Background: an optimization exercise with open tools, aiming at small area, a short achievable clock period and few clock cycles. Do not read the settings as production practice. RTL that was checked went through simulation tests only; none was proved equivalent to the original. Power is estimated from default activity; no workload was simulated.

==> flow/design.v (excerpt) <==
module SimpleCPU(clk,rst,wrEn,data_fromRAM,addr_toRAM,data_toRAM,pCounter);
Size in the first run: ~67 flip-flops, about 61 I/O pins.
==> flow/config.mk <==
export PLATFORM = sky130hd
export DESIGN_NAME = SimpleCPU
export DESIGN_NICKNAME = SimpleCPU
export VERILOG_FILES = /design/flow/design.v
export SDC_FILE = /design/flow/constraint.sdc
export NUM_CORES = 4
export LEC_CHECK = 0
export ABC_AREA = 1
export CAP_MARGIN = 20
export CORE_MARGIN = 2
export CORE_UTILIZATION = 40
export PLACE_DENSITY = 0.6
export SETUP_SLACK_MARGIN = 5
export SLEW_MARGIN = 20
==> flow/constraint.sdc <==
create_clock -name core_clock -period 10.0 [get_ports {clk}]
set_input_delay 2.0000 -clock core_clock [delete_from_list [all_inputs] [get_ports {clk}]]
set_output_delay 2.0000 -clock core_clock [all_outputs]
set_load 0.01 [all_outputs]
standard.sh (not shown) runs the stock make flow with config.mk's settings and CLKGATE_MAP_FILE= SYNTH_SCRIPT=/design/flow/synth_recipe.tcl, a recipe that flattens the netlist after the stock synthesis.
==> flow/flow/run.sh <==
#!/bin/bash
# The standard layout (the standard.sh, standard synthesis unchanged), with
# buf_2 cells instead of the default port buffers; make's output goes to
# standard.log and each ORFS step logs under orfs/logs/.
export BUFFER_PORTS_ARGS="-buffer_cell sky130_fd_sc_hd__buf_2"
bash standard.sh > standard.log 2>&1
The first run completed with no timing, DRC or antenna violations.
==> next run, changes <==
- SETUP_SLACK_MARGIN: 5 -> 4.5
- The changed run produced a clean layout
- maximum frequency goes down by 4.5%
- via count drops by 3.6%
- worst setup slack is worse by 0.24 ns
- clock-buffer cell count does not change
- synthesized area is unchanged
- hold slack stays flat
==> next run, changes <==
- SETUP_SLACK_MARGIN: 4.5 -> 4.75
The changed run ran to the end with no violations.
Clock skew is about the same.
Global-route usage grows by 0.28 points.
Worst setup slack gains 0.22 ns.
Count of clock-buffer cells in the layout does not change.
Clock power hardly moves.
Die area stays the same.
==> next run, changes <==
- CORE_UTILIZATION: 40 -> 60
- PLACE_DENSITY: 0.6 -> 0.75
- SETUP_SLACK_MARGIN: 4.75 -> 4.5
Setup slack got worse by 0.28 ns.
Wire length shrinks by 5.4%.
Cell area decreases by 4.3%.
Function was not checked in any run of this note: the RTL went through the layout flow alone.


SimpleCPU, a different RTL version from the one above (not shown whole).
Size in the first run: ~1,200 cells after synthesis, about 100 flip-flops, about 61 I/O pins, roughly 7700 sq um of cells after synthesis.
Settings: LEC_CHECK=0, ABC_AREA=1, CAP_MARGIN=20, CORE_MARGIN=2, CORE_UTILIZATION=40, CTS_BUF_LIST=sky130_fd_sc_hd__clkbuf_8, PLACE_DENSITY=0.6, SETUP_SLACK_MARGIN=5, SLEW_MARGIN=20; clock period 10.0 ns.
Scripts as last shown in full above: flow/flow/run.sh
The first run finished clean.
Testbench counts at the start, summed over its fixed seeds: cycles 671,040.
Change:
==> flow/flow/run.sh (replaced) <==
#!/bin/bash
# The standard layout (the standard.sh, standard synthesis unchanged), with
# buf_2 cells instead of the default port buffers and timing repair aimed at a
# setup slack of 6.9 ns; make's output goes to standard.log and each ORFS step
# logs under orfs/logs/.
export BUFFER_PORTS_ARGS="-buffer_cell sky130_fd_sc_hd__buf_2"
bash standard.sh SETUP_SLACK_MARGIN=6.9 finish > standard.log 2>&1
Settings changed: CORE_UTILIZATION 40 to 55, PLACE_DENSITY 0.6 to 0.7.
- area after synthesis does not change
- routed wire length rises by a few percent
- die area falls by a quarter to a third
- core utilization rises by 21 points
- cell count falls by a few percent
- hold slack stays flat
- power rises by a few percent
- clock-buffer cell count stays the same
- via count rises by a few percent


wip/zinc:
SimpleCPU again, from the RTL that the note above started with.
Settings: LEC_CHECK=0, CAP_MARGIN=20, CORE_MARGIN=2, CORE_UTILIZATION=40, CTS_BUF_LIST=sky130_fd_sc_hd__clkbuf_8, PLACE_DENSITY=0.6, SETUP_SLACK_MARGIN=5, SLEW_MARGIN=20; clock period 10.0 ns.
==> flow/flow/run.sh <==
#!/bin/bash
# The standard layout (the standard.sh, standard synthesis unchanged), with
# buf_2 cells instead of the default port buffers and timing repair aimed at a
# setup slack of 6.8 ns; make's output goes to standard.log and each ORFS step
# logs under orfs/logs/.
export BUFFER_PORTS_ARGS="-buffer_cell sky130_fd_sc_hd__buf_2"
bash standard.sh SETUP_SLACK_MARGIN=6.8 finish > standard.log 2>&1
Both conditions hold for wip/zinc: the flow ran to the end and the final layout passed the timing, design-rule and antenna checks.
Testbench counts of wip/zinc, summed over its fixed seeds: cycles 671,040.
[inputs] wip/indigo vs wip/zinc
==> flow/flow/run.sh <==
#!/bin/bash
# The standard layout (the standard.sh, standard synthesis unchanged), with
# buf_2 cells instead of the default port buffers and timing repair aimed at a
# setup slack of 6.7 ns; make's output goes to standard.log and each ORFS step
# logs under orfs/logs/.
export BUFFER_PORTS_ARGS="-buffer_cell sky130_fd_sc_hd__buf_2"
bash standard.sh SETUP_SLACK_MARGIN=6.7 finish > standard.log 2>&1
diff --git a/flow/config.mk b/flow/config.mk
--- a/flow/config.mk
+++ b/flow/config.mk
@@ -7,7 +7,8 @@
 export LEC_CHECK = 0
+export ABC_AREA = 1
 export CAP_MARGIN = 20
 export CORE_MARGIN = 2
-export CORE_UTILIZATION = 40
+export CORE_UTILIZATION = 55
 export CTS_BUF_LIST = sky130_fd_sc_hd__clkbuf_8
-export PLACE_DENSITY = 0.6
+export PLACE_DENSITY = 0.7
 export SETUP_SLACK_MARGIN = 5
[summary]
[compare] base=wip/zinc new=wip/indigo: share of cell area taken by multi-input logic gates -6.4 points, final setup skew higher. wip/indigo vs. wip/zinc: layout filler cell count went down 24%, delay of the slowest critical-path stage rose 0.16 ns, floorplan core area decreased by 29% relative to the old numbers, cell area after layout decreased about 8%. Side by side, total power divided by cell area turned out higher in wip/indigo than in wip/zinc. The startpoint-to-endpoint class of the critical path comes out flip-flop to output port in one run and input port to flip-flop in the other, namely in wip/indigo and wip/zinc respectively. | clock network latency to the later pin of the worst-skew pair | lower: wip/zinc |. Non-clock buffer share of cell area came out lower on wip/indigo than on wip/zinc.


Another version of the RTL of SimpleCPU (not shown whole).
Size in the first run: roughly 1200 cells after synthesis, ~98 flip-flops, about 7500 sq um of cells after synthesis.
Design SimpleCPU, start of the top module:
module SimpleCPU(clk,rst,wrEn,data_fromRAM,addr_toRAM,data_toRAM,pCounter);
parameter SIZE = 13;
input clk,rst;
input wire [15:0] data_fromRAM;
output reg wrEn;
output reg [15:0] data_toRAM;
output reg [SIZE-1:0] addr_toRAM;
output reg [SIZE-1:0] pCounter;
localparam OP_ADD = 3'd0, OP_NAND = 3'd1, OP_SRL = 3'd2, OP_LT = 3'd3,
           OP_BZ = 3'd4, OP_CP2W = 3'd5, OP_CPFW = 3'd6, OP_MUL = 3'd7;
localparam S_P0 = 3'd0, S_P1 = 3'd1, S_P2 = 3'd2, S_P3 = 3'd3,
           S_I1 = 3'd4, S_I2 = 3'd5, S_BT = 3'd6, S_MW = 3'd7;
reg [2:0] state, stateNxt;
reg [2:0] op1, op1Nxt;
reg bz2, bz2Nxt;    
reg ind1, ind1Nxt;
reg [12:0] pcNxt;
reg weNxt;
reg [15:0] W, WNxt;
reg [15:0] opnd, acc;
reg aV, aVNxt, dV;
reg [2:0] aOp, aOpNxt, dOpT;
reg mBusy;
wire [15:0] d = data_fromRAM;
wire [2:0] dOp = d[15:13];
wire dZero = ~|d[12:0];
wire wZ = ~|W;
wire [12:0] pcInc = pCounter + 13'd1;
function isALU;
    input [2:0] o;
    isALU = (o != OP_BZ) && (o != OP_CPFW);
endfunction
reg xMul, xLT;
reg [3:0] xSel;    
wire mFirst = xMul;
wire inMul = mFirst | mBusy;
wire [15:0] mAcc = mFirst ? 16'd0 : acc;
wire [15:0] pp0 = W & {16{opnd[0]}};
wire [15:0] pp1 = {W[14:0], 1'b0} & {16{opnd[1]}};
wire [15:0] csS = mAcc ^ pp0 ^ pp1;
wire [15:0] csC = (mAcc & pp0) | (mAcc & pp1) | (pp0 & pp1);
wire [15:0] mBRest = opnd >> 2;
wire [15:0] mWRest = W << 2;
wire mDone = ~|mBRest | ~|mWRest;
wire isLT = xLT;
wire [15:0] addA = inMul ? csS : W;
wire [15:0] addB = inMul ? {csC[14:0], 1'b0} : opnd ^ {16{isLT}};
wire addC = ~inMul & isLT;
wire [16:0] sum = {1'b0, addA} + {1'b0, addB} + {16'd0, addC};
wire [3:0] sh = opnd[3:0];
wire shLeft = opnd[4];
  ...
export LEC_CHECK = 0
export ABC_AREA = 1
export CAP_MARGIN = 20
export CORE_MARGIN = 2
export CORE_UTILIZATION = 55
export CTS_BUF_LIST = sky130_fd_sc_hd__clkbuf_8
export PLACE_DENSITY = 0.7
export SETUP_SLACK_MARGIN = 5
export SLEW_MARGIN = 20
export TNS_END_PERCENT = 50
create_clock -name core_clock -period 10.0 [get_ports {clk}]
==> flow/flow/run.sh <==
#!/bin/bash
# The standard layout (the standard.sh, standard synthesis unchanged), with
# buf_2 cells instead of the default port buffers and timing repair aimed at a
# setup slack of 6.7 ns; make's output goes to standard.log and each ORFS step
# logs under orfs/logs/.
export BUFFER_PORTS_ARGS="-buffer_cell sky130_fd_sc_hd__buf_2"
bash standard.sh SETUP_SLACK_MARGIN=6.7 finish > standard.log 2>&1
The starting point passed the timing, design-rule and antenna checks.
Testbench counts at the start, summed over its fixed seeds: cycles 671,040.
Edit:
GPL_ROUTABILITY_DRIVEN = 0   (was default)
TNS_END_PERCENT = default   (was 50)
Outcome:
- The changed run produced a clean layout
- final cell count went up by 0.56%
- wire length goes down by 0.88%
- count of clock-buffer cells in the layout stays the same
- non-clock buffer count rises by 7
- area after synthesis does not change
- sequential share of layout area is about the same
Edit:
CORE_UTILIZATION = 60   (was 55)
GPL_ROUTABILITY_DRIVEN = default   (was 0)
PLACE_DENSITY = 0.75   (was 0.7)
After rerunning: The changed run completed with no timing, DRC or antenna violations. Core utilization grows by 6.6 points. Total power came out higher slightly. Maximum frequency went up slightly. Setup slack is better by 17 ps.

[separate check: timing with driven ports]
How much do the figures lean on ideal ports? The routed layouts below were timed once more, with nothing changed but the port constraints. Step 1: set_driving_cell puts a clkbuf_16 on clk and a buf_2 on each other input, an assumption about the parent block. Step 2 adds t to the input delays and takes it off the output delays; t is the mean of the earliest and latest rising clock arrival at the registers after step 1. Input paths then give back, and output paths get back, about the clock's delay inside the block. Slacks: ideal ports / drivers / drivers and shift; pairs: ideal ports / drivers.
run	t (ns)	setup WS [ns]	latest minus earliest clock arrival (ns)	slew at the worst register clock pin (ns)	cell pins on the clock port's net
the first run of note 1	0.391	4.821 / 4.775 / 4.775	0.015 / 0.015	0.06 / 0.06	1
the second run of note 1	0.385	4.579 / 4.545 / 4.545	0.016 / 0.015	0.07 / 0.07	1
the third run of note 1	0.389	4.795 / 4.749 / 4.749	0.016 / 0.015	0.07 / 0.07	1
the fourth run of note 1	0.393	4.512 / 4.492 / 4.492	0.007 / 0.006	0.06 / 0.06	1
the first run of note 2	0.441	5.821 / 5.821 / 5.821	0.019 / 0.019	0.12 / 0.12	1
the second run of note 2	0.451	6.912 / 6.873 / 6.487	0.014 / 0.014	0.12 / 0.12	1
wip/zinc	0.431	6.401 / 6.405 / 5.974	0.007 / 0.007	0.10 / 0.10	1
wip/indigo	0.443	6.761 / 6.720 / 6.459	0.012 / 0.012	0.11 / 0.11	1
the first run of note 4	0.439	6.825 / 6.783 / 6.423	0.013 / 0.014	0.11 / 0.11	1
the second run of note 4	0.432	6.773 / 6.795 / 6.363	0.013 / 0.012	0.11 / 0.11	1
the third run of note 4	0.431	6.790 / 6.752 / 6.379	0.014 / 0.013	0.11 / 0.11	1
After both steps every run listed still meets setup and hold. The setup slack of wip/zinc, which loses most, moves by +0.004 ns with the drivers and by -0.427 ns with both steps.
